This is an optimization exercise on Yosys and OpenROAD, whose aim is small area, not a production implementation. Function was checked by simulation only, so behaviour that the tests miss may differ from the original.

## flow/design.v

```verilog
module dkw_add #(parameter W = 8) (
    input  [W-1:0] a,
    input  [W-1:0] b,
    input          ci,
    output [W-1:0] s,
    output         co
);
    wire [W:0] c;
    assign c[0] = ci;
    genvar i;
    generate for (i = 0; i < W; i = i + 1) begin : g
        assign s[i] = a[i] ^ b[i] ^ c[i];
        assign c[i+1] = (a[i] & b[i]) | (a[i] & c[i]) | (b[i] & c[i]);
    end endgenerate
    assign co = c[W];
endmodule
module dkw_inc #(parameter W = 8) (
    input  [W-1:0] a,
    input          ci,
    output [W-1:0] s
);
    wire [W:0] c;
    assign c[0] = ci;
    genvar i;
    generate for (i = 0; i < W; i = i + 1) begin : g
        assign s[i] = a[i] ^ c[i];
        assign c[i+1] = a[i] & c[i];
    end endgenerate
endmodule
module dk_walk #(
    parameter CLOCK_RATE = 1000000,
    parameter SAMPLE_RATE = 96000
)(
    input clk,
    input I_RSTn,
    input audio_clk_en,
    input walk_en,
    output reg signed[15:0] out
);
    wire en = audio_clk_en;
    reg [7:0] lfsr;
    always @(posedge clk, negedge I_RSTn) begin
        if (!I_RSTn) lfsr <= 8'd255;
        else if (en) lfsr <= {lfsr[6:4], lfsr[3] ^ lfsr[7], lfsr[2] ^ lfsr[7], lfsr[1] ^ lfsr[7], lfsr[0], lfsr[7]};
    end
    wire [2:0] noise = {1'b0, lfsr[7:6]} - 3'd2;    
    reg [25:0] P1;
    reg w1;
    wire w_up = !walk_en;                                
    wire w_sat = w_up ? (P1[25:12] >= 14'd10832)
                      : (P1[25:16] == 10'd0) & (P1[15:14] != 2'b11);
    wire [25:0] P1_add = !en ? 26'd0
                       : w_up ? (w1 ? 26'd49887 : 26'd47718)
                              : (w1 ? -26'd47718 : -26'd49887);
    wire [25:0] P1_step;
    dkw_add #(26) u_p1(.a(P1_add), .b(P1), .ci(1'b0), .s(P1_step), .co());
    reg [4:0] step_h;
    always @* begin
        if (!w_sat)    step_h = w_up ? 5'd9 : 5'h17;
        else if (w_up) step_h = P1[0] ? (P1[1] ? 5'd2 : 5'd9) : 5'd0;
        else           step_h = P1[1] ? 5'h17 : (P1[0] ? 5'h1e : 5'd0);
    end
    always @(posedge clk, negedge I_RSTn) begin
        if (!I_RSTn) begin
            P1 <= 26'd0;
            w1 <= 1'b0;
        end else begin
            P1 <= (en & w_sat) ? (w_up ? 26'd44421120 : 26'd0) : P1_step;
            if (en) w1 <= !w_sat & !w1;
        end
    end
    wire [13:0] tmp1 = P1[25:12];              
    reg [16:0] sq_cnt;
    reg sq_unf;
    reg [28:0] P3;
    reg s1;
    wire [16:0] sq_cnt_inc;
    dkw_inc #(17) u_sqc(.a(sq_cnt), .ci(1'b1), .s(sq_cnt_inc));
    wire sq_wrap = sq_cnt == 17'd112323;
    wire sq_sat = sq_unf ? (P3[28:17] >= 12'd2217)
                         : (P3[28:17] < 12'd1655);
    wire [28:0] P3_add = !en ? 29'd0
                       : sq_unf ? (s1 ? 29'd155445 : 29'd151830)
                                : (s1 ? -29'd151830 : -29'd155445);
    wire [28:0] P3_step;
    dkw_add #(29) u_p3(.a(P3_add), .b(P3), .ci(1'b0), .s(P3_step), .co());
    always @(posedge clk, negedge I_RSTn) begin
        if (!I_RSTn) begin
            sq_cnt <= 17'd0;
            sq_unf <= 1'b0;
            P3 <= 29'd216760320;
            s1 <= 1'b0;
        end else begin
            sq_cnt <= sq_wrap ? 17'd0 : sq_cnt_inc;
            P3 <= (en & sq_sat) ? (sq_unf ? 29'd290795520 : 29'd216760320) : P3_step;
            if (en) begin
                sq_unf <= sq_cnt < 17'd56161;
                s1 <= !sq_sat & !s1;
            end
        end
    end
    wire [16:0] tmp3k = P3[28:12];             
    reg [26:0] t;
    wire [16:0] c_k;                           
    dkw_add #(17) u_ck(.a({2'b0, tmp1, 1'b0}), .b(tmp3k), .ci(1'b0), .s(c_k), .co());
    wire [28:0] t5;
    dkw_add #(29) u_t5(.a({t, 2'b0}), .b({2'b0, t}), .ci(1'b0), .s(t5), .co());
    wire [16:0] H = t5[28:12];
    wire z = (t[11:0] == 12'd0);
    wire [26:0] t_u;
    dkw_add #(27) u_tu(.a({10'd0, c_k & {17{en}}}), .b(t), .ci(z & en), .s(t_u), .co());
    wire [26:0] t_next;
    dkw_add #(27) u_tn(.a(~{10'd0, H} & {27{en}}), .b(t_u), .ci(1'b0), .s(t_next), .co());
    always @(posedge clk) begin
        if (!I_RSTn) t <= 27'd0;
        else t <= t_next;
    end
    wire [29:0] t13;                           
    dkw_add #(30) u_t13(.a({t, 3'b0}), .b({1'b0, t5}), .ci(1'b0), .s(t13), .co());
    wire [35:0] t819;                          
    dkw_add #(36) u_t819(.a(~{6'd0, t13}), .b({t13, 6'd0}), .ci(1'b1), .s(t819), .co());
    wire [13:0] v_next = t819[35:22];
    reg [13:0] V;
    reg [6:0] E;
    wire e_dec = (V[6:0] == 7'd0) & (V[13:7] != 7'd0);
    wire [6:0] E_next = V[13:7] - {6'd0, e_dec};
    always @(posedge clk) begin
        V <= v_next;
        E <= E_next;
    end
    wire [11:0] N = V[13:2];
    wire [6:0] dr [0:9];
    wire [8:0] q4;
    assign dr[0] = {3'd0, N[11:8]};
    genvar gi;
    generate for (gi = 0; gi < 9; gi = gi + 1) begin : dv
        localparam AW = (gi < 4) ? 4 + gi : 8;
        wire [7:0] a = (gi == 0) ? {1'b0, dr[0]} : {dr[gi], N[8-gi]};
        wire [7:0] am = a & ((9'd1 << AW) - 9'd1);
        wire [7:0] sm;
        dkw_add #(8) u_s(.a({1'b0, E}), .b(am), .ci(1'b1), .s(sm), .co());
        assign q4[8-gi] = sm[7];
        assign dr[gi+1] = (sm[7] ? sm[6:0] : am[6:0]) & ((8'd1 << ((AW < 7) ? AW : 7)) - 8'd1);
    end endgenerate
    wire [6:0] q4m48 = q4[8:2] - 7'd48;
    reg [7:0] code_next;
    always @* begin
        if (q4[8:6] == 3'd0)  code_next = {2'd0, (q4[5:0] == 6'd0) ? 6'd1 : q4[5:0]};
        else if (q4 < 9'd192) code_next = {2'd1, q4[7], q4[5:1]};
        else                  code_next = {2'd2, q4m48[5:0]};
    end
    reg [7:0] c2, c3, c4, c5, c6, c7;
    always @(posedge clk, negedge I_RSTn) begin
        if (!I_RSTn) begin
            c6 <= 8'd0;             
            c7 <= {2'd0, 6'd1};     
        end else begin
            c6 <= c5;
            c7 <= c6;
        end
    end
    always @(posedge clk) begin
        c2 <= code_next;
        c3 <= c2;
        c4 <= c3;
        c5 <= c4;
    end
    reg [7:0] t0;
    always @* begin
        case (c7[5:0])
            6'd0: t0 = 8'd0;
            6'd1: t0 = 8'd4;
            6'd2: t0 = 8'd7;
            6'd3: t0 = 8'd11;
            6'd4: t0 = 8'd15;
            6'd5: t0 = 8'd19;
            6'd6: t0 = 8'd22;
            6'd7: t0 = 8'd26;
            6'd8: t0 = 8'd30;
            6'd9: t0 = 8'd33;
            6'd10: t0 = 8'd37;
            6'd11: t0 = 8'd40;
            6'd12: t0 = 8'd43;
            6'd13: t0 = 8'd47;
            6'd14: t0 = 8'd50;
            6'd15: t0 = 8'd54;
            6'd16: t0 = 8'd56;
            6'd17: t0 = 8'd60;
            6'd18: t0 = 8'd63;
            6'd19: t0 = 8'd66;
            6'd20: t0 = 8'd69;
            6'd21: t0 = 8'd72;
            6'd22: t0 = 8'd75;
            6'd23: t0 = 8'd78;
            6'd24: t0 = 8'd81;
            6'd25: t0 = 8'd84;
            6'd26: t0 = 8'd87;
            6'd27: t0 = 8'd90;
            6'd28: t0 = 8'd92;
            6'd29: t0 = 8'd95;
            6'd30: t0 = 8'd98;
            6'd31: t0 = 8'd101;
            6'd32: t0 = 8'd103;
            6'd33: t0 = 8'd106;
            6'd34: t0 = 8'd108;
            6'd35: t0 = 8'd111;
            6'd36: t0 = 8'd114;
            6'd37: t0 = 8'd117;
            6'd38: t0 = 8'd119;
            6'd39: t0 = 8'd121;
            6'd40: t0 = 8'd124;
            6'd41: t0 = 8'd126;
            6'd42: t0 = 8'd128;
            6'd43: t0 = 8'd131;
            6'd44: t0 = 8'd133;
            6'd45: t0 = 8'd136;
            6'd46: t0 = 8'd138;
            6'd47: t0 = 8'd140;
            6'd48: t0 = 8'd143;
            6'd49: t0 = 8'd145;
            6'd50: t0 = 8'd147;
            6'd51: t0 = 8'd149;
            6'd52: t0 = 8'd152;
            6'd53: t0 = 8'd154;
            6'd54: t0 = 8'd156;
            6'd55: t0 = 8'd158;
            6'd56: t0 = 8'd160;
            6'd57: t0 = 8'd162;
            6'd58: t0 = 8'd164;
            6'd59: t0 = 8'd167;
            6'd60: t0 = 8'd169;
            6'd61: t0 = 8'd171;
            6'd62: t0 = 8'd173;
            6'd63: t0 = 8'd175;
        endcase
    end
    reg bb;
    always @* begin
        case (c7)
            8'd66,
            8'd67,
            8'd70,
            8'd73,
            8'd75,
            8'd76,
            8'd78,
            8'd80,
            8'd82,
            8'd85,
            8'd88,
            8'd89,
            8'd92,
            8'd93,
            8'd96,
            8'd97,
            8'd98,
            8'd99,
            8'd103,
            8'd105,
            8'd106,
            8'd107,
            8'd108,
            8'd110,
            8'd111,
            8'd113,
            8'd114,
            8'd115,
            8'd117,
            8'd118,
            8'd119,
            8'd120,
            8'd121,
            8'd122,
            8'd129,
            8'd130,
            8'd131,
            8'd132,
            8'd133,
            8'd134,
            8'd135,
            8'd136,
            8'd137,
            8'd138,
            8'd139,
            8'd140,
            8'd141,
            8'd142,
            8'd144,
            8'd145,
            8'd146,
            8'd147,
            8'd148,
            8'd149,
            8'd150,
            8'd151,
            8'd152,
            8'd153,
            8'd154,
            8'd156,
            8'd157: bb = 1'b1;
            default: bb = 1'b0;
        endcase
    end
    wire [8:0] c177 = c7[7] ? 9'd354 : (c7[6] ? 9'd177 : 9'd0);
    wire [9:0] lnv;                            
    dkw_add #(9) u_ln(.a(c177), .b({1'b0, t0}), .ci(bb), .s(lnv[8:0]), .co(lnv[9]));
    reg [9:0] qc;
    reg [4:0] rc;
    wire [10:0] dq;                            
    dkw_add #(11) u_dq(.a(~{1'b0, qc}), .b({1'b0, lnv}), .ci(1'b1), .s(dq), .co());
    wire dq_zero = (dq == 11'd0);
    wire vco_lt_ch = !dq[10] & (!dq_zero | (rc == 5'd0));
    wire vco_lt_wl = !dq[10] | (dq[9:6] == 4'b1111);
    wire rc_wrap = rc >= 5'd17;
    wire [9:0] qc_inc;
    dkw_inc #(10) u_qc(.a(qc), .ci(rc_wrap), .s(qc_inc));
    reg vco_unf;
    reg vco_c;           
    reg [2:0] vco_k;
    always @(posedge clk, negedge I_RSTn) begin
        if (!I_RSTn) begin
            qc <= 10'd0;
            rc <= 5'd2;
            vco_unf <= 1'b0;
            vco_c <= 1'b0;
            vco_k <= 3'd0;
        end else begin
            if (vco_lt_wl) begin
                qc <= qc_inc;
                rc <= rc_wrap ? rc - 5'd17 : rc + 5'd2;
            end else begin
                qc <= 10'd0;
                rc <= 5'd2;
            end
            if (en) begin
                vco_unf <= vco_lt_ch;
                if (vco_unf != vco_c) begin
                    if (vco_k == 3'd5) begin vco_c <= vco_unf; vco_k <= 3'd0; end
                    else vco_k <= vco_k + 3'd1;
                end else if (vco_k != 3'd0) vco_k <= vco_k - 3'd1;
            end
        end
    end
    wire vco_on = vco_c | (vco_k != 3'd0);     
    reg signed [15:0] h7;
    reg signed [5:0] r7;
    wire [16:0] x7;                            
    wire x7_c;
    wire [5:0] r7g = r7 & {6{en}};            
    dkw_add #(16) u_x7(.a({{10{r7g[5]}}, r7g}), .b(h7), .ci(1'b0), .s(x7[15:0]), .co(x7_c));
    assign x7[16] = h7[15] ^ r7g[5] ^ x7_c;
    wire [21:0] x7e = {{5{x7[16]}}, x7};
    wire [21:0] x7_5;                          
    dkw_add #(22) u_x75(.a(x7e), .b({x7e[19:0], 2'b0}), .ci(1'b0), .s(x7_5), .co());
    wire [21:0] x7_21;                         
    dkw_add #(22) u_x721(.a(x7_5), .b({x7e[17:0], 4'b0}), .ci(1'b0), .s(x7_21), .co());
    wire [5:0] y7 = x7_21[21:16];              
    wire nz7 = (x7[15:0] != 16'd0);            
    wire [15:0] h7_next;                       
    dkw_add #(16) u_h7(.a(~{{10{y7[5]}}, y7} & {16{en}}), .b(x7[15:0]), .ci(!nz7 & en), .s(h7_next), .co());
    wire [5:0] r7_next = {step_h, 1'b0} - {{3{noise[2]}}, noise};
    always @(posedge clk, negedge I_RSTn) begin
        if (!I_RSTn) begin
            h7 <= 16'sd0;
            r7 <= 6'sd0;
        end else begin
            h7 <= h7_next;
            if (en) r7 <= r7_next;
        end
    end
    wire [15:0] rect = (h7 > 16'sd0) ? h7 : {9'd0, h7[15:9]};
    wire [15:0] in8 = vco_on ? {rect[14:0], 1'b0} : 16'd0;
    reg signed [15:0] h8;
    reg [15:0] nl8;                            
    wire [17:0] x8a;                           
    dkw_add #(18) u_x8a(.a({{2{h8[15]}}, h8}), .b({{2{in8[15]}}, in8}), .ci(1'b0), .s(x8a), .co());
    wire [17:0] x8;                            
    dkw_add #(18) u_x8(.a({{2{nl8[15]}}, nl8}), .b(x8a), .ci(1'b1), .s(x8), .co());
    wire [22:0] x8e = {{5{x8[17]}}, x8};
    wire [22:0] x8_13a;                        
    dkw_add #(23) u_x813a(.a(x8e), .b({x8e[20:0], 2'b0}), .ci(1'b0), .s(x8_13a), .co());
    wire [22:0] x8_13;                         
    dkw_add #(23) u_x813(.a(x8_13a), .b({x8e[19:0], 3'b0}), .ci(1'b0), .s(x8_13), .co());
    wire [6:0] y8f = x8_13[21:15];             
    wire nz8 = (x8[14:0] != 15'd0);            
    wire [15:0] h8_next;
    dkw_add #(16) u_h8(.a(x8[15:0]), .b(~{{9{y8f[6]}}, y8f}), .ci(!nz8), .s(h8_next), .co());
    wire [15:0] nl8_next = ~(in8 + {{13{noise[2]}}, noise});
    always @(posedge clk, negedge I_RSTn) begin
        if (!I_RSTn) begin
            h8 <= 16'sd0;
            nl8 <= 16'hffff;
        end else if (en) begin
            h8 <= h8_next;
            nl8 <= nl8_next;
        end
    end
    reg signed [15:0] lp;
    reg signed [11:0] g, sm;
    wire [15:0] dlp;
    dkw_add #(16) u_dlp(.a(h8), .b(~lp), .ci(1'b1), .s(dlp), .co());
    wire [21:0] dle = {{6{dlp[15]}}, dlp};
    wire [21:0] d40;                           
    dkw_add #(22) u_d40(.a({dle[16:0], 5'b0}), .b({dle[18:0], 3'b0}), .ci(1'b0), .s(d40), .co());
    wire [21:0] d39;                           
    dkw_add #(22) u_d39(.a(d40), .b(~dle), .ci(1'b1), .s(d39), .co());
    wire [15:0] lp_next;
    dkw_add #(16) u_lp(.a({{4{sm[11]}}, sm} & {16{en}}), .b(lp), .ci(1'b0), .s(lp_next), .co());
    always @(posedge clk, negedge I_RSTn) begin
        if (!I_RSTn) begin
            lp <= 16'sd0;
            g <= 12'sd0;
            sm <= 12'sd0;
        end else begin
            lp <= lp_next;
            if (!en) begin
                g <= d39[21:10];
                sm <= g;
            end
        end
    end
    always @(posedge clk, negedge I_RSTn) begin
        if (!I_RSTn) out <= 16'sd0;
        else if (en) out <= lp;
    end
endmodule
```

## flow/run.sh

```bash
#!/bin/bash
# synth_recipe.tcl (not shown) runs the flow's synth.tcl, then flattens the netlist and writes it again
# the make line also repeats each setting of config.mk as NAME=value (left out here)
make -C /OpenROAD-flow-scripts/flow DESIGN_CONFIG=/design/flow/config.mk WORK_HOME=/design/flow/orfs CLKGATE_MAP_FILE= SYNTH_SCRIPT=/design/flow/synth_recipe.tcl finish
```

## flow/config.mk

```make
export PLATFORM = sky130hd
export DESIGN_NAME = dk_walk
export DESIGN_NICKNAME = dk_walk
export VERILOG_FILES = /design/flow/design.v
export SDC_FILE = /design/flow/constraint.sdc
export NUM_CORES = 4
export LEC_CHECK = 0
export ABC_AREA = 1
export CAP_MARGIN = 20
export CORE_MARGIN = 2
export CORE_UTILIZATION = 70
export CTS_BUF_LIST = sky130_fd_sc_hd__clkbuf_8
export CTS_CLUSTER_DIAMETER = 60
export CTS_CLUSTER_SIZE = 16
export SLEW_MARGIN = 20
```

## flow/constraint.sdc

```tcl
create_clock -name core_clock -period 30.0 [get_ports {clk}]
set_input_delay 6.0000 -clock core_clock [delete_from_list [all_inputs] [get_ports {clk}]]
set_output_delay 6.0000 -clock core_clock [all_outputs]
set_load 0.01 [all_outputs]
```

==> run notes, run 1 <==
status=timing/DRC/antenna clean; dpl ws=5.64 ns; first-pass GRT wire length=79900 microns; GRT Total Usage=0.278; CTS tree=built; post-detail-place hpwl=35800 microns; Top cell by count, worst path=fa_1; nets@finish=2936; Area Growth Syn to Fin=5.69%; fin crit period=24.29 ns; number of detailed-route iterations in the first pass=5; largest net degree at the start of global routing=97; CP bufs+invs=6; overall routed net length=45300 microns; yosys warns=1; post-synth top area cell=fa_1; Max Root-Sink Buffers=3; Startpoint Class=flop; share of the yosys chip area belonging to registers=0.308; Die Span X=189 microns; total grt overflow=0; met2 wire len=22500 microns; CP Data Arrival Time=24.74 ns; Yosys reg bits=309; FP Rows=67; number of synthesized flops with an enable pin=0; fin area=0.0253 sq mm; Synth Flop Type=dfrtp_1; Fin Clk Skew=0.0396 ns; achievable clock frequency=0.0412 GHz; IO Port Bufs=19; Async S/R FF share, synth=0.741; unrepaired setup endpoints after global routing=false; final cycle utilization of the critical path=0.810; cts hold-fix bufs=0; crit end category=flop; syn avg cell area=9.86 sq um; WL met3=2060 microns; Synth area leaders=fa_1 32%, dfrtp_1 20%, inv_1 8.2%; initial antenna violation count=1; Mapped Nets=2924; Post-synth top cells=522 x inv_1, 388 x fa_1, 371 x nand2_1; Synth top area share=0.325; Hold Crit Class=reg -> reg; Layout fillers=2356; Die ar.=0.0357 sq mm; CP max-delay cell=dfxtp_1; setup TNS=0 ns; Syn Inst Count=2425; Via density=5.41; WL met1=19600 microns; worst slew margin relative to its limit=0.322; # H-tree levels=2; antenna viol nets, final=0; Worst-Skew Late Latency=0.57 ns; share of post-route cells with drive strength above 1=0.0792; worst setup margin=5.71 ns; DR DRC count=0; DR iter-0 viols=848; Post-CTS Setup Bufs=0; post-CTS sizing=0; Worst Path Required=30.45 ns; CP max stage delay=0.71 ns; Top Ports=20; Die H=189 microns; Initial Utilization=0.711; Finish-stage setup viols=0; root buffer cell=clkbuf_8; Worst Tran Pin Value=1.01 ns; top routing layer in use=met4; Final Max Tran Viols=0; vias post-DR=15800; wire length per cell=15.5 microns; routability cong.=0.879; Post-Syn Area=0.0239 sq mm; count leader, synth=inv_1; vias in the first global route=16900; CTS buffer count=34; CTS Sinks=309; Worst path top cell family by delay=adder cells; Clock Pin Slew Worst Setup and Hold Paths=0.09 ns; Synth cell types=63; number of max-cap violations=0; Core ar.=0.0336 sq mm; Hold Vio Cnt, Final=0; kind of critical path=reg -> reg; critical path fanouts, max=14; dpl cell area=0.0245 sq mm
-- layer usage --
layer,vias to the layer above,GRT usage
met2,325,0.462
met1,7908,0.387
li1,7441,-
met4,0,0.0790
met5,-,0
met3,78,0.0419
-- sequential cells by signal, indices dropped and copies added, names as in the netlist, 16 cells and up --
name,cells
out,16
t,27
P3,29
h7,16
h8,16
lp,16
nl8,16
P1,26
sq_cnt,17
-- final timing paths --
kind	from	end	slack (ns)	cells after the start
max in group asynchronous	I_RSTn	P3[24]	22.61	3
max reg2reg	E[1]	c2[0]	5.71	86
min	c3[3]	c4[3]	0.32	0
max	E[1]	c2[0]	5.71	86
min reg2reg	c3[3]	c4[3]	0.32	0
min in group asynchronous	I_RSTn	rc[0]	5.47	1
-- worst reg2reg max path, delay by kind of cell, from the launching register on --
kind            cells  cell delay [ns]
compound gates      8             1.26
fa+ha+maj          42            17.96
buf+inv             6             1.05
flops               1             0.71
simple gates       30             3.19
-- through the flow --
stage | cells | utilization | hold slack (ns)
floorplan | 2425 | - | 0.310
global placement | 2849 | 0.730 | 0.311
detailed placement | 2849 | 0.730 | 0.312
CTS | 2910 | 0.752 | 0.323
global route | 2911 | 0.752 | 0.329
finish | 2911 | 0.752 | 0.324
-- final cells by class --
cell class	count	area [sq um]	area share
timing repair buffer	27	256	0.0101
clock inverter	21	194	0.00767
multi-input combinational	1535	14300	0.567
clock buffer	40	551	0.0218
antenna	1	2.50	0.0000990
inverter	530	2000	0.0790
sequential	309	7380	0.292
tap	448	561	0.0222
-- logic make-up (layout without fill, tap and decap cells) --
| family | Yosys count | in the layout | share of synthesized area |
|---|---|---|---|
| AO/OA/AOI/OAI | 263 | 263 | 0.0659 |
| XOR/XNOR | 35 | 35 | 0.0128 |
| adder cells (fa/ha/maj) | 495 | 495 | 0.381 |
| buffers and inverters | 581 | 618 | 0.0923 |
| flip-flops | 309 | 309 | 0.308 |
| multiplexers | 1 | 1 | 0.000471 |
| other | 0 | 1 | 0 |
| AND/OR/NAND/NOR | 741 | 741 | 0.139 |
-- placed cells by master (no fill, tap or decap), types with 4 or more instances in the layout --
| master | n |
|---|---|
| nor3_1 | 17 |
| a21oi_1 | 48 |
| nand2_1 | 371 |
| buf_4 | 8 |
| xor2_1 | 15 |
| dfxtp_1 | 80 |
| nand3_1 | 66 |
| o211ai_1 | 14 |
| nand2_2 | 11 |
| o21bai_1 | 4 |
| fa_1 | 388 |
| inv_1 | 528 |
| clkdlybuf4s50_1 | 17 |
| nand3_2 | 13 |
| nor2_1 | 162 |
| nor4_1 | 14 |
| ha_1 | 107 |
| nand4_1 | 15 |
| a22oi_1 | 5 |
| o221ai_1 | 19 |
| clkinv_8 | 4 |
| o21ai_0 | 113 |
| or2_2 | 49 |
| xnor2_1 | 20 |
| o21a_1 | 6 |
| dfstp_2 | 35 |
| a31oi_1 | 16 |
| dfrtp_1 | 194 |
| clkbuf_8 | 40 |
| o22ai_1 | 11 |
==> inputs of run 2 (changes only) <==
==> flow/flow/run.sh (new file) <==
#!/bin/bash
# Layout flow: the standard synthesis, then a full-adder polarity pass on
# the synthesized netlist (flow/polopt.py: same logic, fewer inverters), then
# the standard ORFS steps, with clock tree synthesis told not to add dummy
# loads. Each step writes its own log here.
set -uo pipefail
R=orfs/results/${FLOW_PLATFORM}/dk_walk/base

bash standard.sh synth > synth.log 2>&1 || exit 1

cp "$R/1_2_yosys.v" yosys_standard.v
if python3 flow/polopt.py yosys_standard.v yosys_polopt.v > polopt.log 2>&1; then
    cp yosys_polopt.v "$R/1_2_yosys.v"
else
    echo "polopt failed, keeping the standard netlist" >> polopt.log
fi

bash standard.sh finish \
    "CTS_ARGS=-sink_clustering_enable -repair_clock_nets -sink_clustering_size 16 -sink_clustering_max_diameter 60 -buf_list sky130_fd_sc_hd__clkbuf_8 -dont_use_dummy_load" \
    > finish.log 2>&1
==> flow/flow/polopt.py (new file) <==
#!/usr/bin/env python3
"""Full-adder polarity optimisation on a flat sky130 gate-level netlist.

A full adder is self-dual: FA(~a, ~b, ~c) = (~sum, ~cout). Yosys's adder
extraction often leaves inverters around the fa cells; this pass picks, for
each fa cell, whether it computes its outputs in true or in complemented
form so that as few inverters as possible are needed, then rebuilds the
inverters. The logic function of the netlist does not change.

usage: polopt.py IN.v OUT.v
"""
import re, sys
from collections import defaultdict

src = open(sys.argv[1]).read()
m = re.search(r"module\s+(\w+)\s*\((.*?)\);", src, re.S)
top = m.group(1)
body = src[m.end():src.rindex("endmodule")]

# strip attributes
body_nc = re.sub(r"\(\*.*?\*\)", "", body, flags=re.S)
stmts = [s.strip() for s in body_nc.split(";") if s.strip()]

decls = []      # (kind, text)
cells = []      # [type, name, {pin: net}]
assigns = []
outputs = set(); inputs = set()
for s in stmts:
    if re.match(r"(input|output|wire|inout)\b", s):
        decls.append(s)
        mm = re.match(r"(input|output)\s*(\[\s*(\d+)\s*:\s*(\d+)\s*\])?\s*(\S+)", s)
        if mm:
            kind, rng, hi, lo, nm = mm.groups()
            nets = [nm] if not rng else ["%s[%d]" % (nm, i) for i in range(min(int(hi), int(lo)), max(int(hi), int(lo)) + 1)]
            (outputs if kind == "output" else inputs).update(nets)
        continue
    if s.startswith("assign"):
        assigns.append(s); continue
    mm = re.match(r"(\S+)\s+(\S+)\s*\((.*)\)\s*$", s, re.S)
    if not mm:
        raise SystemExit("cannot parse: " + s[:200])
    typ, name, pins = mm.groups()
    pm = {}
    for p, n in re.findall(r"\.(\w+)\s*\(\s*(.*?)\s*\)\s*(?:,|$)", pins, re.S):
        pm[p] = n.strip()
    cells.append([typ, name, pm])

if assigns:
    raise SystemExit("assign statements not supported: %d" % len(assigns))

def norm(n):
    return n.strip()

OUTPINS = {"X", "Y", "Q", "Q_N", "SUM", "COUT", "HI", "LO"}
driver = {}
for c in cells:
    for p, n in c[2].items():
        if p in OUTPINS:
            driver[norm(n)] = (c, p)

def is_inv(c):
    return re.match(r"sky130_fd_sc_hd__inv_\d+$", c[0]) is not None
def is_fa(c):
    return re.match(r"sky130_fd_sc_hd__fa_\d+$", c[0]) is not None

# inverters that drive output ports stay as ordinary cells
dissolve = set()
for c in cells:
    if is_inv(c) and norm(c[2]["Y"]) not in outputs:
        dissolve.add(id(c))

def literal(net):
    """(base net, parity) of a net after dissolving inverters."""
    par = 0
    net = norm(net)
    seen = 0
    while net in driver and id(driver[net][0]) in dissolve:
        net = norm(driver[net][0][2]["A"]); par ^= 1
        seen += 1
        if seen > 100: raise SystemExit("inverter loop")
    return net, par

fas = [c for c in cells if is_fa(c)]
fa_of_net = {}
for f in fas:
    fa_of_net[norm(f[2]["SUM"])] = f
    fa_of_net[norm(f[2]["COUT"])] = f
frozen = set(id(f) for f in fas if norm(f[2]["SUM"]) in outputs or norm(f[2]["COUT"]) in outputs)
pi = {id(f): 0 for f in fas}

# consumers: list of (cell, pin, base, parity)
cons = []
for c in cells:
    if id(c) in dissolve: continue
    for p, n in c[2].items():
        if p in OUTPINS: continue
        b, par = literal(n)
        cons.append((c, p, b, par))
port_cons = []
for o in outputs:
    if o in driver and id(driver[o][0]) in dissolve:
        raise SystemExit("port driven by dissolved inverter")

def phi(b):
    f = fa_of_net.get(b)
    return pi[id(f)] if f is not None else 0

def need(cp):
    c, p, b, par = cp
    return par ^ (pi[id(c)] if is_fa(c) else 0)

# per base net: consumers list
by_base = defaultdict(list)
for cp in cons:
    by_base[cp[2]].append(cp)
cons_of_cell = defaultdict(list)
for cp in cons:
    cons_of_cell[id(cp[0])].append(cp)

def net_cost(b):
    ph = phi(b)
    return 1 if any(need(cp) != ph for cp in by_base[b]) else 0

def local_nets(f):
    nets = set([norm(f[2]["SUM"]), norm(f[2]["COUT"])])
    for cp in cons_of_cell[id(f)]:
        nets.add(cp[2])
    return nets

total = sum(net_cost(b) for b in by_base)
print("inverters needed before:", total, "dissolved:", len(dissolve), file=sys.stderr)
# groups: single fa cells, and carry chains (cout -> cin through any inverters)
parent = {id(f): id(f) for f in fas}
def find(x):
    while parent[x] != x:
        parent[x] = parent[parent[x]]; x = parent[x]
    return x
for f in fas:
    b, par = literal(f[2]["CIN"])
    g = fa_of_net.get(b)
    if g is not None and norm(g[2]["COUT"]) == b:
        parent[find(id(f))] = find(id(g))
comp = defaultdict(list)
for f in fas:
    comp[find(id(f))].append(f)
groups = [[f] for f in fas] + [v for v in comp.values() if len(v) > 1]
# also chain prefixes/suffixes split at each position
for v in comp.values():
    if len(v) > 2:
        # order along the chain
        nxt = {}
        for f in v:
            b, par = literal(f[2]["CIN"])
            g = fa_of_net.get(b)
            if g is not None and norm(g[2]["COUT"]) == b and find(id(g)) == find(id(f)):
                nxt[id(g)] = f
        heads = [f for f in v if not any(nxt.get(id(g)) is f for g in v)]
        for h in heads:
            order = [h]
            while id(order[-1]) in nxt:
                order.append(nxt[id(order[-1])])
            for i in range(1, len(order)):
                groups.append(order[:i]); groups.append(order[i:])
def group_nets(gp):
    nets = set()
    for f in gp:
        nets |= local_nets(f)
    return nets
improved = True
it = 0
while improved and it < 100:
    improved = False; it += 1
    for gp in groups:
        if any(id(f) in frozen for f in gp): continue
        nets = group_nets(gp)
        before = sum(net_cost(b) for b in nets)
        for f in gp: pi[id(f)] ^= 1
        after = sum(net_cost(b) for b in nets)
        if after < before:
            improved = True; total += after - before
        else:
            for f in gp: pi[id(f)] ^= 1
print("inverters needed after:", total, "flipped:", sum(pi.values()), "groups:", len(groups), file=sys.stderr)

# rebuild
new_cells = []
new_wires = []
inv_net = {}
k = 0
def inv_of(b):
    global k
    if b not in inv_net:
        k += 1
        nn = "_polinv%d_" % k
        inv_net[b] = nn
        new_wires.append(nn)
        new_cells.append(["sky130_fd_sc_hd__inv_1", "_polinvc%d_" % k, {"A": b, "Y": nn}])
    return inv_net[b]
for c in cells:
    if id(c) in dissolve: continue
    pm = dict(c[2])
    for p, n in c[2].items():
        if p in OUTPINS: continue
        b, par = literal(n)
        want = par ^ (pi[id(c)] if is_fa(c) else 0)
        pm[p] = b if want == phi(b) else inv_of(b)
    new_cells.append([c[0], c[1], pm])

out = []
out.append("module %s(%s);" % (top, m.group(2).strip()))
for d in decls:
    out.append("  " + d + ";")
for w in new_wires:
    out.append("  wire %s;" % w)
for t, n, pm in new_cells:
    out.append("  %s %s (%s);" % (t, n, ", ".join(".%s(%s)" % (p, v) for p, v in pm.items())))
out.append("endmodule")
txt = "\n".join(out) + "\n"
txt = re.sub(r"(\\[^\s;,()]+(?:\[\d+\])?)", r"\1 ", txt)
open(sys.argv[2], "w").write(txt)
print("cells: %d -> %d" % (len(cells), len(new_cells)), file=sys.stderr)

==> flow/standard.sh (new file) <==
#!/bin/bash
# synth_recipe.tcl (not shown) runs the flow's synth.tcl, then flattens the netlist and writes it again
# the make line also repeats each setting of config.mk as NAME=value (left out here)
make -C /OpenROAD-flow-scripts/flow DESIGN_CONFIG=/design/flow/config.mk WORK_HOME=/design/flow/orfs CLKGATE_MAP_FILE= SYNTH_SCRIPT=/design/flow/synth_recipe.tcl "${@:-finish}"
--- a/flow/config.mk
+++ b/flow/config.mk
@@ -10,6 +10,3 @@
 export CORE_MARGIN = 2
 export CORE_UTILIZATION = 70
-export CTS_BUF_LIST = sky130_fd_sc_hd__clkbuf_8
-export CTS_CLUSTER_DIAMETER = 60
-export CTS_CLUSTER_SIZE = 16
 export SLEW_MARGIN = 20
removed: flow/run.sh
==> run 2 against run 1 <==
Worst setup slack worse by 0.040 ns. Clock skew is 0.024 ns higher. Critical endpoint unchanged.
==> run notes, run 2 <==
cts hold-fix bufs=0 (unchanged); kind of critical path=reg -> reg (unchanged); Top cell by count, worst path=fa_1 (unchanged); Die ar.=0.0352 sq mm (was 0.0357 sq mm); Die H=188 microns (was 189 microns); critical path fanouts, max=14 (unchanged); top routing layer in use=met4 (unchanged); final cycle utilization of the critical path=0.811 (was 0.810); number of flip-flops in the largest register=29 (unchanged); Final Hold Slack=0.325 ns (was 0.324 ns); Core ar.=0.0334 sq mm (was 0.0336 sq mm); IO Port Bufs=19 (unchanged); # diodes=0 (was 1); number of max-cap violations=0 (unchanged); setup TNS=0 ns (unchanged); routability cong.=0.877 (was 0.879); dpl ws=5.58 ns (was 5.64 ns); syn avg cell area=10.1 sq um (was 9.86 sq um); Final Max Tran Viols=0 (unchanged); CP Data Arrival Time=24.83 ns (was 24.74 ns); Die Span X=188 microns (was 189 microns); number of detailed-route iterations in the first pass=5 (unchanged); Startpoint Class=flop (unchanged); Top Ports=20 (unchanged); Worst Tran Pin Value=1.02 ns (was 1.01 ns); worst slew margin relative to its limit=0.315 (was 0.322); commonest cells after routing, fill and taps aside=448 x inv_1, 388 x fa_1, 371 x nand2_1, 194 x dfrtp_1, 162 x nor2_1 (was 528 x inv_1, 388 x fa_1, 371 x nand2_1, 194 x dfrtp_1, 162 x nor2_1); CTS buffer count=35 (was 34); Initial Utilization=0.708 (was 0.711); Reg with most FFs=P3 (unchanged); Fin Clk Skew=0.0636 ns (was 0.0396 ns); GRT Total Usage=0.292 (was 0.278); DR iter-0 viols=898 (was 848); post-detail-place hpwl=36900 microns (was 35800 microns); setup slack, reg-to-reg=5.67 ns (was 5.71 ns); wire length per cell=16.6 microns (was 15.5 microns); status=timing/DRC/antenna clean (unchanged); first-pass GRT wire length=82200 microns (was 79900 microns); most common cell after layout, fill and taps aside=inv_1 (unchanged); DR DRC count=0 (unchanged); utilization after layout=0.741 (was 0.752); WL met3=2030 microns (was 2060 microns); FP Rows=67 (unchanged); Clock Pin Slew Worst Setup and Hold Paths=0.09 ns (about the same); Via density=5.54 (was 5.41); achievable clock frequency=0.0411 GHz (was 0.0412 GHz); CTS Sinks=309 (unchanged); CTS tree=built (unchanged); fin crit period=24.33 ns (was 24.29 ns); Mapped Nets=2846 (was 2924); antenna viol nets, final=0 (unchanged); CP max-delay cell=dfxtp_1 (unchanged); vias post-DR=15600 (was 15800); total grt overflow=0 (unchanged); Max Root-Sink Buffers=3 (unchanged); Worst-Skew Late Latency=0.60 ns (was 0.57 ns); Syn Inst Count=2347 (was 2425); crit end category=flop (unchanged); vias in the first global route=16900 (about the same); Post-CTS Setup Bufs=0 (unchanged); Post-Syn Area=0.0236 sq mm (was 0.0239 sq mm); root buffer cell=clkbuf_8 (unchanged); nets@finish=2859 (was 2936); unrepaired setup endpoints after global routing=false (unchanged); post-CTS sizing=0 (unchanged); Post-Layout Cell Count=2806 (was 2911); largest net degree at the start of global routing=102 (was 97); met2 wire len=22600 microns (was 22500 microns); Hold Vio Cnt, Final=0 (unchanged); Area Growth Syn to Fin=4.62% (was 5.69%); Cells after DPL=2771 (was 2849); Hold Crit Class=reg -> reg (unchanged); Worst Path Required=30.51 ns (was 30.45 ns); yosys warns=1 (unchanged); Finish-stage setup viols=0 (unchanged); overall routed net length=46500 microns (was 45300 microns); # H-tree levels=2 (unchanged); Largest regs=P3: 29 flops, t: 27 flops, P1: 26 flops (unchanged); initial antenna violation count=0 (was 1); share of post-route cells with drive strength above 1=0.0725 (was 0.0792); worst setup margin=5.67 ns (was 5.71 ns); CP max stage delay=0.70 ns (was 0.71 ns); WL met1=20500 microns (was 19600 microns)
## run 2: cell count changes in the layout (fill, tap and decap cells not counted), sizes merged
cell / delta
inv: -91
clkinv: -7
clkbuf: -5
clkinvlp: -1
diode: -1
## run 2: worst paths after layout
| check | cells past startpoint | from | to |
|---|---|---|---|
| setup / recovery | 86 | E[1] | c2[0] |
| hold / removal | 0 | c2[4] | c3[4] |
| setup reg to reg | 86 | E[1] | c2[0] |
| hold reg to reg | 0 | c2[4] | c3[4] |
| max in group asynchronous | 2 | I_RSTn | h8[11] |
| min in group asynchronous | 1 | I_RSTn | vco_k[0] |
## run 2: metrics by stage
stage,instance area (sq um)
6_report,24700
4_1_cts,24700
3_5_place_dp,24200
2_1_floorplan,23600
5_1_grt,24700
3_3_place_gp,24200
## run 2: critical path: cells and delay by family (launching register included)
kind	cells	cell delay [ns]
simple gates	30	3.22
fa+ha+maj	42	18.04
compound gates	8	1.23
buf+inv	6	1.03
flops	1	0.70
## run 2: cell type report
type,count,area (sq um)
Timing Repair Buffer,27,253
Inverter,452,1700
Clock buffer,35,482
Multi-Input combinational cell,1535,14300
Tap cell,448,561
Sequential cell,309,7380
Fill cell,2446,8650
## run 2: routing by layer
layer,track usage,vias to the layer above
met5,0,-
met2,0.476,344
met1,0.412,7856
li1,-,7253
met3,0.0470,98
met4,0.0890,0
==> inputs of run 3 (changes only) <==
==> flow/flow/run.sh (replaced) <==
#!/bin/bash
# Layout flow: the standard synthesis; then two netlist passes that keep
# every register and the logic function: a full-adder polarity pass
# (flow/polopt.py) and an area re-mapping of the other combinational cells
# (flow/reabc.py); a yosys equivalence proof against the standard netlist
# (flow/equiv.sh) decides whether the new netlist is used. Then the standard
# ORFS steps, with clock tree synthesis told not to add dummy loads.
# Each step writes its own log here.
set -uo pipefail
R=orfs/results/${FLOW_PLATFORM}/dk_walk/base
L=orfs/logs/${FLOW_PLATFORM}/dk_walk/base
LIBF=${FLOW_HOME}/platforms/${FLOW_PLATFORM}/lib/sky130_fd_sc_hd__tt_025C_1v80.lib
Y=${FLOW_HOME}/../tools/install/yosys/bin/yosys
[ -x "$Y" ] || Y=yosys

bash standard.sh synth > synth.log 2>&1 || exit 1
cp "$R/1_2_yosys.v" yosys_standard.v

use=yosys_standard.v
if python3 flow/polopt.py yosys_standard.v yosys_polopt.v > polopt.log 2>&1; then
    use=yosys_polopt.v
    if python3 flow/reabc.py yosys_polopt.v yosys_reabc.v "$L/1_2_yosys.log" "$Y" "$LIBF" > reabc.log 2>&1; then
        use=yosys_reabc.v
    fi
fi
if [ "$use" != yosys_standard.v ]; then
    if bash flow/equiv.sh yosys_standard.v "$use" "$Y" "$LIBF" > equiv.log 2>&1; then
        cp "$use" "$R/1_2_yosys.v"
        echo "using $use" >> equiv.log
    else
        echo "equivalence not proven, keeping the standard netlist" >> equiv.log
    fi
fi

bash standard.sh finish \
    "CTS_ARGS=-sink_clustering_enable -repair_clock_nets -sink_clustering_size 16 -sink_clustering_max_diameter 60 -buf_list sky130_fd_sc_hd__clkbuf_8 -dont_use_dummy_load" \
    > finish.log 2>&1
==> flow/flow/equiv.sh (new file) <==
#!/bin/bash
# usage: equiv.sh A.v B.v YOSYS LIBERTY : proves two flat netlists of dk_walk equivalent
# (registers are paired by name; internal net names of B are renamed first)
A=$1; B=$2; Y=$3; LIB=$4
T=$(mktemp -d)
sed -E 's/\b_([0-9]+)_\b/_q\1_/g' "$B" > $T/b.v
python3 - "$LIB" "$A" $T/b.v > $T/used.lib <<'PY'
import re, sys
lib = open(sys.argv[1]).read()
used = set()
for f in sys.argv[2:]:
    used |= set(re.findall(r"(sky130_fd_sc_hd__\w+)\s+\S+\s*\(", open(f).read()))
out = [lib[:lib.index("cell (")]]
for m in re.finditer(r'\n\s*cell \("?(\w+)"?\)\s*\{', lib):
    if m.group(1) not in used: continue
    j = lib.index("{", m.start()); d = 0; k = j
    while True:
        c = lib[k]
        if c == "{": d += 1
        elif c == "}":
            d -= 1
            if d == 0: break
        k += 1
    out.append(lib[m.start():k + 1])
out.append("\n}\n")
sys.stdout.write("".join(out))
PY
$Y -p "read_liberty $T/used.lib; read_verilog $A; rename dk_walk gold; read_verilog $T/b.v; rename dk_walk gate; flatten gold gate; async2sync; opt_clean; equiv_make gold gate equiv; hierarchy -top equiv; equiv_simple -seq 2; equiv_induct; equiv_status -assert"
==> flow/flow/reabc.py (new file) <==
#!/usr/bin/env python3
"""Re-map the combinational cells of a flat sky130 netlist with ABC (area).

Full adders, half adders and flip-flops are left as they are; every other
single-output combinational cell is turned back into logic and mapped again
with ABC's area mapper (strash; dch; map -a), honouring the same dont_use list
as the synthesis. Flip-flop instances keep their names.

usage: reabc.py IN.v OUT.v SYNTH_LOG YOSYS LIBERTY
"""
import re, subprocess, sys, tempfile, os

inp, outp, synth_log, yosys, libfile = sys.argv[1:6]
lib = open(libfile).read()
used = set(re.findall(r"(sky130_fd_sc_hd__\w+)\s+\S+\s*\(", open(inp).read()))

def cell_blocks():
    for m in re.finditer(r'\n\s*cell \("?(\w+)"?\)\s*\{', lib):
        j = lib.index("{", m.start()); depth = 0; k = j
        while True:
            c = lib[k]
            if c == "{": depth += 1
            elif c == "}":
                depth -= 1
                if depth == 0: break
            k += 1
        yield m.group(1), lib[m.start():k + 1]

head = lib[:lib.index("cell (")]
comb = [b for n, b in cell_blocks()
        if n in used and not re.search(r"__(fa|ha|df|dl|sdf|edf|conb)", n)]
tmp = tempfile.mkdtemp()
open(os.path.join(tmp, "comb.lib"), "w").write(head + "".join(comb) + "\n}\n")
subprocess.check_call([yosys, "-q", "-p", "read_liberty %s; write_verilog -noattr %s" %
                       (os.path.join(tmp, "comb.lib"), os.path.join(tmp, "models.v"))])
models = open(os.path.join(tmp, "models.v")).read()
models = re.sub(r"module (sky130_fd_sc_hd__\w+)\(",
                lambda m: '(* techmap_celltype = "%s" *)\nmodule _map_%s(' % (m.group(1), m.group(1)), models)
open(os.path.join(tmp, "map.v"), "w").write(models)

dont_use = sorted(set(re.findall(r"-dont_use (\S+)", open(synth_log).read())))
dont_use += ["sky130_fd_sc_hd__clkinv_*", "sky130_fd_sc_hd__clkbuf_*", "sky130_fd_sc_hd__clkdly*",
             "sky130_fd_sc_hd__dlygate*", "sky130_fd_sc_hd__dlymetal*"]
script = os.path.join(tmp, "area.abc")
open(script, "w").write("strash\ndch -f\nmap -a\ntopo\ndnsize\n")
cmd = ("read_liberty -lib {lib}; read_verilog {inp}; hierarchy -top dk_walk; "
       "techmap -map {map}; techmap; opt -purge; "
       "abc -liberty {lib} {du} -script {script}; opt_clean -purge; "
       "hilomap -singleton -hicell sky130_fd_sc_hd__conb_1 HI -locell sky130_fd_sc_hd__conb_1 LO; "
       "write_verilog -noattr -noexpr -nohex -nodec {out}; stat -liberty {lib}").format(
    lib=libfile, inp=inp, map=os.path.join(tmp, "map.v"),
    du=" ".join("-dont_use " + d for d in dont_use), script=script, out=outp)
subprocess.check_call([yosys, "-p", cmd])
==> run 3 against run 2 <==
Still clean. Worst setup slack worse by 1.5 ns. Worst hold slack lost 0.023 ns. Global-route usage is 0.12 points lower. Largest cell class unchanged. Highest routed layer unchanged.
==> run notes, run 3 <==
DR DRC count=0 (unchanged); multi-input combinational cell area=0.0138 sq mm (was 0.0143 sq mm); CTS buffer count=31 (was 35); most common cell after layout, fill and taps aside=inv_1 (unchanged); unrepaired setup endpoints after global routing=false (unchanged); wire length per cell=16.9 microns (was 16.6 microns); Fin Clk Skew=0.142 ns (was 0.0636 ns); yosys warns=1 (unchanged); critical path fanouts, max=15 (was 14); setup TNS=0 ns (unchanged); CP Data Arrival Time=26.35 ns (was 24.83 ns); Via density=5.62 (was 5.54); initial antenna violation count=1 (was 0); status=timing/DRC/antenna clean (unchanged); utilization after layout=0.754 (was 0.741); vias post-DR=14800 (was 15600); fin area=0.0239 sq mm (was 0.0247 sq mm); CTS tree=built (unchanged); share of post-route cells with drive strength above 1=0.0596 (was 0.0725); kind of critical path=reg -> reg (unchanged); # H-tree levels=1 (was 2); crit end category=flop (unchanged); IO Port Bufs=19 (unchanged); CTS Sinks=309 (unchanged); largest net degree at the start of global routing=74 (was 102); Core ar.=0.0317 sq mm (was 0.0334 sq mm); Layout fillers=2261 (was 2446); Die H=184 microns (was 188 microns); Post-Syn Area=0.0227 sq mm (was 0.0236 sq mm); root buffer cell=clkbuf_8 (unchanged); Top Ports=20 (unchanged); routability cong.=0.912 (was 0.877); Reg with most FFs=P3 (unchanged); Mapped Nets=2668 (was 2846); post-CTS sizing=0 (unchanged); antenna viol nets, final=0 (unchanged); vias in the first global route=16100 (was 16900); number of detailed-route iterations in the first pass=5 (unchanged); Cells after DPL=2603 (was 2771); CP max-delay cell=dfxtp_1 (unchanged); achievable clock frequency=0.0388 GHz (was 0.0411 GHz); number of flip-flops in the largest register=29 (unchanged); Worst Tran Pin Value=0.934 ns (was 1.02 ns); Top cell by count, worst path=fa_1 (unchanged); Post-CTS Setup Bufs=0 (unchanged); number of max-cap violations=0 (unchanged); Hold Vio Cnt, Final=0 (unchanged); Worst-Skew Late Latency=0.68 ns (was 0.60 ns); Post-Layout Cell Count=2635 (was 2806); Final Max Tran Viols=0 (unchanged); Largest regs=P3: 29 flops, t: 27 flops, P1: 26 flops (unchanged); Area Growth Syn to Fin=5.43% (was 4.62%); storage element area=0.00738 sq mm (unchanged); final cycle utilization of the critical path=0.860 (was 0.811); Syn Inst Count=2169 (was 2347); Worst Path Required=30.55 ns (was 30.51 ns); Clock Pin Slew Worst Setup and Hold Paths=0.10 ns (was 0.09 ns); Startpoint Class=flop (unchanged); fin crit period=25.80 ns (was 24.33 ns); Initial Utilization=0.715 (was 0.708); Max Root-Sink Buffers=3 (unchanged); GRT Total Usage=0.291 (was 0.292); CP max stage delay=0.68 ns (was 0.70 ns); worst setup margin=4.20 ns (was 5.67 ns); overall routed net length=44600 microns (was 46500 microns); nets@finish=2733 (was 2859); Final Hold Slack=0.303 ns (was 0.325 ns); Hold Crit Class=reg -> reg (unchanged); cts hold-fix bufs=0 (unchanged); post-detail-place hpwl=35200 microns (was 36900 microns); dpl cell area=0.0235 sq mm (was 0.0242 sq mm); dpl ws=4.14 ns (was 5.58 ns); worst slew margin relative to its limit=0.371 (was 0.315); total grt overflow=0 (unchanged); FP Rows=65 (was 67); commonest cells after routing, fill and taps aside=394 x inv_1, 388 x fa_1, 262 x nand2_1, 254 x nor2_1, 194 x dfrtp_1 (was 448 x inv_1, 388 x fa_1, 371 x nand2_1, 194 x dfrtp_1, 162 x nor2_1); Die Span X=184 microns (was 188 microns); Finish-stage setup viols=0 (unchanged); first-pass GRT wire length=77900 microns (was 82200 microns); DR iter-0 viols=1039 (was 898); syn avg cell area=10.5 sq um (was 10.1 sq um); Die ar.=0.0339 sq mm (was 0.0352 sq mm)
-- run 3: path summary, 6_finish.rpt --
| kind | from | endpoint | slack, ns | cells after the start |
|---|---|---|---|---|
| setup reg to reg | E[1] | c2[0] | 4.20 | 77 |
| setup / recovery | E[1] | c2[0] | 4.20 | 77 |
| hold / removal | c2[3] | c3[3] | 0.30 | 0 |
| hold reg to reg | c2[3] | c3[3] | 0.30 | 0 |
| max in group asynchronous | I_RSTn | h7[0] | 23.50 | 2 |
| min in group asynchronous | I_RSTn | rc[2] | 5.26 | 1 |
-- run 3: area by class of cell --
type	count	area share
inverters	395	0.0620
flip-flops and latches	309	0.308
multi-input cells	1465	0.579
clock buffers	31	0.0178
diodes	1	0.000105
well taps	402	0.0210
repair buffers	32	0.0121
-- run 3: routing by layer --
metal	track usage	up-vias	wire (microns)
met5	0	-	0
met4	0.0730	0	1130
met3	0.0382	79	1900
met2	0.487	325	22200
met1	0.411	7508	19300
li1	-	6907	-
-- run 3: worst max-delay path: cells and delay by family (launching register included) --
kind	cells	cell delay, ns
DFF	1	0.68
buffers and inverters	3	0.46
and+or+nand+nor	12	2.97
adders and majority gates	47	19.49
xor gates and xnor gates	1	0.08
AOI/OAI and AO/OA	14	2.01
==> inputs of run 4 (changes only) <==
--- a/flow/design.v
+++ b/flow/design.v
@@ -71,11 +71,11 @@
     end
     wire [13:0] tmp1 = P1[25:12];              
-    reg [16:0] sq_cnt;
+    reg [16:0] sq_st;
+    reg sq_lo;
     reg sq_unf;
     reg [28:0] P3;
     reg s1;
-    wire [16:0] sq_cnt_inc;
-    dkw_inc #(17) u_sqc(.a(sq_cnt), .ci(1'b1), .s(sq_cnt_inc));
-    wire sq_wrap = sq_cnt == 17'd112323;
+    wire sq_wrap = sq_st == 17'd94666;         
+    wire sq_half = sq_st == 17'd126077;        
     wire sq_sat = sq_unf ? (P3[28:17] >= 12'd2217)
                          : (P3[28:17] < 12'd1655);
@@ -87,13 +87,15 @@
     always @(posedge clk, negedge I_RSTn) begin
         if (!I_RSTn) begin
-            sq_cnt <= 17'd0;
+            sq_st <= 17'd1;
+            sq_lo <= 1'b1;
             sq_unf <= 1'b0;
             P3 <= 29'd216760320;
             s1 <= 1'b0;
         end else begin
-            sq_cnt <= sq_wrap ? 17'd0 : sq_cnt_inc;
+            sq_st <= sq_wrap ? 17'd1 : {sq_st[15:0], sq_st[16] ^ sq_st[13]};
+            sq_lo <= sq_wrap | (sq_lo & !sq_half);
             P3 <= (en & sq_sat) ? (sq_unf ? 29'd290795520 : 29'd216760320) : P3_step;
             if (en) begin
-                sq_unf <= sq_cnt < 17'd56161;
+                sq_unf <= sq_lo;
                 s1 <= !sq_sat & !s1;
             end
==> run 4 against run 3 <==
Worst setup slack gained 1.2 ns. Maximum frequency grew 4.8%. Critical path depth grew 3. Final cell count shrank 0.65%. Still clean on timing, DRC and antenna. First-iteration DRC count shrank 9.8%. Largest cell class unchanged. Register-to-register slack gained 1.2 ns. Flip-flop and latch count grew 1. Core utilization shrank 0.17 points. Worst hold slack gained 0.0047 ns. Area after synthesis shrank 0.92%.
==> run notes, run 4 <==
Startpoint Class=flop (unchanged); kind of critical path=reg -> reg (unchanged); Fin Clk Skew=0.0708 ns (was 0.142 ns); Post-Syn Area=0.0225 sq mm (was 0.0227 sq mm); post-CTS sizing=0 (unchanged); FP Rows=65 (unchanged); Reg with most FFs=P3 (unchanged); Die ar.=0.0336 sq mm (was 0.0339 sq mm); Post-CTS Setup Bufs=0 (unchanged); wire length per cell=16.5 microns (was 16.9 microns); achievable clock frequency=0.0406 GHz (was 0.0388 GHz); dpl ws=5.18 ns (was 4.14 ns); fin crit period=24.62 ns (was 25.80 ns); worst slew margin relative to its limit=0.430 (was 0.371); Top Ports=20 (unchanged); Hold Vio Cnt, Final=0 (unchanged); number of max-cap violations=0 (unchanged); Syn Inst Count=2150 (was 2169); Initial Utilization=0.712 (was 0.715); total number of cells along the worst setup path=80 (was 77); Worst Path Required=30.46 ns (was 30.55 ns); Die H=183 microns (was 184 microns); Final Max Tran Viols=0 (unchanged); CP max stage delay=0.68 ns (about the same); antenna viol nets, final=0 (unchanged); dpl cell area=0.0233 sq mm (was 0.0235 sq mm); Worst-Skew Late Latency=0.58 ns (was 0.68 ns); Mapped Nets=2634 (was 2668); Via density=5.64 (was 5.62); Max Root-Sink Buffers=3 (unchanged); number of detailed-route iterations in the first pass=5 (unchanged); Die Span X=183 microns (was 184 microns); DR iter-0 viols=937 (was 1039); yosys warns=1 (unchanged); initial antenna violation count=0 (was 1); CTS buffer count=34 (was 31); CP Data Arrival Time=25.08 ns (was 26.35 ns); worst setup margin=5.38 ns (was 4.20 ns); Layout fillers=2194 (was 2261); most common cell after layout, fill and taps aside=inv_1 (unchanged); overall routed net length=43300 microns (was 44600 microns); root buffer cell=clkbuf_8 (unchanged); routability cong.=0.881 (was 0.912); storage element area=0.00740 sq mm (was 0.00738 sq mm); total grt overflow=0 (unchanged); largest net degree at the start of global routing=68 (was 74); CTS Sinks=310 (was 309); crit end category=flop (unchanged); Largest regs=P3: 29 flops, t: 27 flops, P1: 26 flops (unchanged); R2R cell count=80 (was 77); cts hold-fix bufs=0 (unchanged); # diodes=0 (was 1); DR DRC count=0 (unchanged); nets@finish=2702 (was 2733); Clock Pin Slew Worst Setup and Hold Paths=0.09 ns (was 0.10 ns); Hold Path Cell Cnt=0 (unchanged); number of flip-flops in the largest register=29 (unchanged); IO Port Bufs=19 (unchanged); multi-input combinational cell area=0.0136 sq mm (was 0.0138 sq mm); final cycle utilization of the critical path=0.821 (was 0.860); fin area=0.0237 sq mm (was 0.0239 sq mm); first-pass GRT wire length=76600 microns (was 77900 microns); commonest cells after routing, fill and taps aside=390 x inv_1, 388 x fa_1, 249 x nand2_1, 249 x nor2_1, 193 x dfrtp_1 (was 394 x inv_1, 388 x fa_1, 262 x nand2_1, 254 x nor2_1, 194 x dfrtp_1); Hold Crit Class=reg -> reg (unchanged); Finish-stage setup viols=0 (unchanged); Core ar.=0.0316 sq mm (was 0.0317 sq mm); syn avg cell area=10.5 sq um (about the same); Top cell by count, worst path=fa_1 (unchanged); CTS tree=built (unchanged); Worst path top cell family by delay=adder cells (unchanged); unrepaired setup endpoints after global routing=false (unchanged); vias in the first global route=16000 (was 16100); share of post-route cells with drive strength above 1=0.0618 (was 0.0596); post-detail-place hpwl=34300 microns (was 35200 microns); GRT Total Usage=0.287 (was 0.291); critical path fanouts, max=14 (was 15); status=timing/DRC/antenna clean (unchanged); # H-tree levels=2 (was 1); CP max-delay cell=dfxtp_1 (unchanged); Worst Tran Pin Value=0.851 ns (was 0.934 ns); Area Growth Syn to Fin=5.63% (was 5.43%); CP bufs+invs=5 (was 3); setup TNS=0 ns (unchanged); vias post-DR=14800 (about the same)
## run 4: cell types whose count changed in the layout (fill, tap and decap cells not counted), sizes merged, moves of 4 or more
cell	previous run	this run
inv	394	390
nor3	19	13
nand2	262	249
o21ai	102	109
or2	43	48
nor2	255	250
a21oi	99	104
xnor2	18	13
a221oi	11	7
o22ai	19	26
a22oi	11	17
ha	107	92
nor4	13	18
maj3	5	0
## run 4: final timing paths
kind                         from  endpoint  slack (ns)
min in group asynchronous  I_RSTn  sq_st[9]        5.38
hold reg to reg             c2[1]     c3[1]        0.31
max in group asynchronous  I_RSTn     h8[6]       23.40
setup / recovery             E[1]     c2[0]        5.38
setup reg to reg             E[1]     c2[0]        5.38
hold / removal              c2[1]     c3[1]        0.31
## run 4: layer usage
metal  routed length [microns]  share of wire  track usage
met4                      1050          0.024       0.0797
met3                      1990          0.046       0.0393
met1                     18400           0.42        0.397
met5                         0              0            0
met2                     21900           0.50        0.486
## run 4: through the flow
stage	cells	util	hold WS (ns)
final	2618	0.753	0.307
after global routing	2618	0.753	0.299
after CTS	2618	0.753	0.302
after detailed placement	2584	0.738	0.313
after global placement	2584	0.738	0.310
after floorplan	2150	-	0.310
## run 4: worst register-to-register path, delay by kind of cell (launching register included)
kind | cells | cell delay, ns
AO/OA/AOI/OAI | 17 | 2.15
adder cells (fa/ha/maj) | 42 | 17.65
buffers and inverters | 5 | 0.84
flip-flops | 1 | 0.68
AND/OR/NAND/NOR | 16 | 3.19
## run 4: final cells by class
class | count | area share
repair buffers | 32 | 0.0122
inverters | 391 | 0.0619
flip-flops and latches | 310 | 0.312
clock buffers | 34 | 0.0197
well taps | 402 | 0.0212
multi-input cells | 1449 | 0.573
==> inputs of run 5 (changes only) <==
--- a/flow/flow/run.sh
+++ b/flow/flow/run.sh
@@ -34,4 +34,4 @@
 
 bash standard.sh finish \
-    "CTS_ARGS=-sink_clustering_enable -repair_clock_nets -sink_clustering_size 16 -sink_clustering_max_diameter 60 -buf_list sky130_fd_sc_hd__clkbuf_8 -dont_use_dummy_load" \
+    "CTS_ARGS=-sink_clustering_enable -repair_clock_nets -sink_clustering_size 10 -sink_clustering_max_diameter 40 -buf_list sky130_fd_sc_hd__clkbuf_4 -dont_use_dummy_load" \
     > finish.log 2>&1
==> run 5 against run 4 <==
Register-to-register slack is essentially flat. Maximum frequency hardly changed. Critical path depth stayed put. Die area unchanged. Flip-flop and latch count stayed put. Sequential share of layout area rose by 0.14 points. Via count hardly changed. Area after synthesis stayed put. Critical endpoint unchanged. Largest cell class unchanged.
==> run notes, run 5 <==
status=timing/DRC/antenna clean (unchanged); Worst Tran Pin Value=0.871 ns (was 0.851 ns); routability cong.=0.881 (unchanged); Post-Layout Cell Count=2633 (was 2618); first-pass GRT wire length=76800 microns (was 76600 microns); Mapped Nets=2634 (unchanged); GRT Total Usage=0.289 (was 0.287); top routing layer in use=met4 (unchanged); wire length per cell=16.5 microns (about the same); crit end category=flop (unchanged); fin area=0.0236 sq mm (was 0.0237 sq mm); Max Root-Sink Buffers=3 (unchanged); Worst Path Required=30.67 ns (was 30.46 ns); FP Rows=65 (unchanged); vias post-DR=14800 (about the same); Die ar.=0.0336 sq mm (unchanged); syn avg cell area=10.5 sq um (unchanged); # H-tree levels=2 (unchanged); WL met3=2090 microns (was 1990 microns); dpl ws=5.18 ns (unchanged); post-detail-place hpwl=34300 microns (unchanged); Final Max Tran Viols=0 (unchanged); IO Port Bufs=19 (unchanged); Worst-Skew Late Latency=0.77 ns (was 0.58 ns); Area Growth Syn to Fin=5.16% (was 5.63%); Post-CTS Setup Bufs=0 (unchanged); cts hold-fix bufs=0 (unchanged); kind of critical path=reg -> reg (unchanged); Top Ports=20 (unchanged); Hold Vio Cnt, Final=0 (unchanged); DR iter-0 viols=940 (was 937); share of post-route cells with drive strength above 1=0.0677 (was 0.0618); CTS tree=built (unchanged); Die Span X=183 microns (unchanged); number of max-cap violations=0 (unchanged); final cycle utilization of the critical path=0.821 (about the same); Cells after DPL=2584 (unchanged); fin crit period=24.63 ns (was 24.62 ns); met2 wire len=21800 microns (was 21900 microns); worst slew margin relative to its limit=0.417 (was 0.430); root buffer cell=clkbuf_4 (was clkbuf_8); initial antenna violation count=1 (was 0); Startpoint Class=flop (unchanged); Syn Inst Count=2150 (unchanged); largest net degree at the start of global routing=68 (unchanged); setup TNS=0 ns (unchanged); dpl cell area=0.0233 sq mm (unchanged); overall routed net length=43400 microns (was 43300 microns); Core ar.=0.0316 sq mm (unchanged); Layout fillers=2233 (was 2194); Finish-stage setup viols=0 (unchanged); Top cell by count, worst path=fa_1 (unchanged); Die H=183 microns (unchanged); Reg with most FFs=P3 (unchanged); CTS Sinks=310 (unchanged); WL met1=18400 microns (about the same); number of detailed-route iterations in the first pass=5 (unchanged); CP Data Arrival Time=25.30 ns (was 25.08 ns); Initial Utilization=0.712 (unchanged); achievable clock frequency=0.0406 GHz (about the same); total grt overflow=0 (unchanged); CP max stage delay=0.70 ns (was 0.68 ns); critical path fanouts, max=14 (unchanged); nets@finish=2716 (was 2702); unrepaired setup endpoints after global routing=false (unchanged); antenna viol nets, final=0 (unchanged); Via density=5.61 (was 5.64); CTS buffer count=48 (was 34); most common cell after layout, fill and taps aside=inv_1 (unchanged); commonest cells after routing, fill and taps aside=390 x inv_1, 388 x fa_1, 249 x nand2_1, 249 x nor2_1, 193 x dfrtp_1 (unchanged); utilization after layout=0.749 (was 0.753); Post-Syn Area=0.0225 sq mm (unchanged); vias in the first global route=16100 (was 16000); DR DRC count=0 (unchanged); Clock Pin Slew Worst Setup and Hold Paths=0.09 ns (about the same); yosys warns=1 (unchanged); Fin Clk Skew=0.0836 ns (was 0.0708 ns); CP max-delay cell=dfxtp_1 (unchanged); Final Hold Slack=0.284 ns (was 0.307 ns); Hold Crit Class=reg -> reg (unchanged); Largest regs=P3: 29 flops, t: 27 flops, P1: 26 flops (unchanged); post-CTS sizing=0 (unchanged); worst setup margin=5.37 ns (was 5.38 ns); number of flip-flops in the largest register=29 (unchanged)
-- run 5: worst paths after layout --
path                              from     to  slack, ns  cells past startpoint
worst max-delay path              E[1]  c2[0]       5.37                     80
worst min-delay path             c3[0]  c4[0]       0.28                      0
worst max register to register    E[1]  c2[0]       5.37                     80
worst min register to register   c3[0]  c4[0]       0.28                      0
max in group asynchronous       I_RSTn  h8[6]      23.63                      2
min in group asynchronous       I_RSTn  c6[5]       5.18                      1
-- run 5: routing by layer --
metal,vias up,GRT usage
met5,-,0
met4,0,0.0963
met3,81,0.0421
met2,336,0.484
met1,7436,0.396
li1,6917,-
-- run 5: area by class of cell --
| class | instances | area (sq um) | area share |
|---|---|---|---|
| timing repair buffer | 32 | 290 | 0.0123 |
| clock buffer | 48 | 360 | 0.0152 |
| multi-input combinational | 1449 | 13600 | 0.576 |
| tap | 402 | 503 | 0.0213 |
| sequential | 310 | 7400 | 0.313 |
| inverter | 391 | 1470 | 0.0621 |
| antenna | 1 | 2.50 | 0.000106 |
-- run 5: worst max-delay path, delay by kind of cell, from the launching register on --
kind / cells / cell delay (ns)
flip-flops: 1 / 0.70
AND/OR/NAND/NOR: 16 / 3.18
buffers and inverters: 5 / 0.84
AO/OA/AOI/OAI: 17 / 2.16
adder cells (fa/ha/maj): 42 / 17.65

-- port drivers added, routing unchanged --
In the flow no input, the clock included, has a driving cell. The finished layouts below were timed again as built, in two steps. Step 1 (the two cells are an assumption about what drives the block):
set clk [get_ports {clk}]
set_driving_cell -lib_cell sky130_fd_sc_hd__clkbuf_16 $clk
set_driving_cell -lib_cell sky130_fd_sc_hd__buf_2 [delete_from_list [all_inputs] $clk]
Step 2 also shifts input and output timing later by t, the mid clock arrival at the registers, as if the neighbouring blocks saw the same clock. Slacks: ideal / step 1 / step 2; pairs: ideal / step 1.
run | t (ns) | setup WS [ns] | worst hold slack (ns) | pins driven straight from the clock port
run 1 | 0.603 | 5.714 / 5.714 / 5.714 | 0.324 / 0.324 / 0.324 | 1
run 2 | 0.622 | 5.674 / 5.674 / 5.674 | 0.325 / 0.325 / 0.325 | 1
run 3 | 0.659 | 4.197 / 4.197 / 4.197 | 0.303 / 0.303 / 0.303 | 1
run 4 | 0.598 | 5.380 / 5.380 / 5.380 | 0.307 / 0.307 / 0.307 | 1
run 5 | 0.779 | 5.370 / 5.370 / 5.370 | 0.284 / 0.284 / 0.284 | 1
After both steps setup and hold are still met in every run listed.
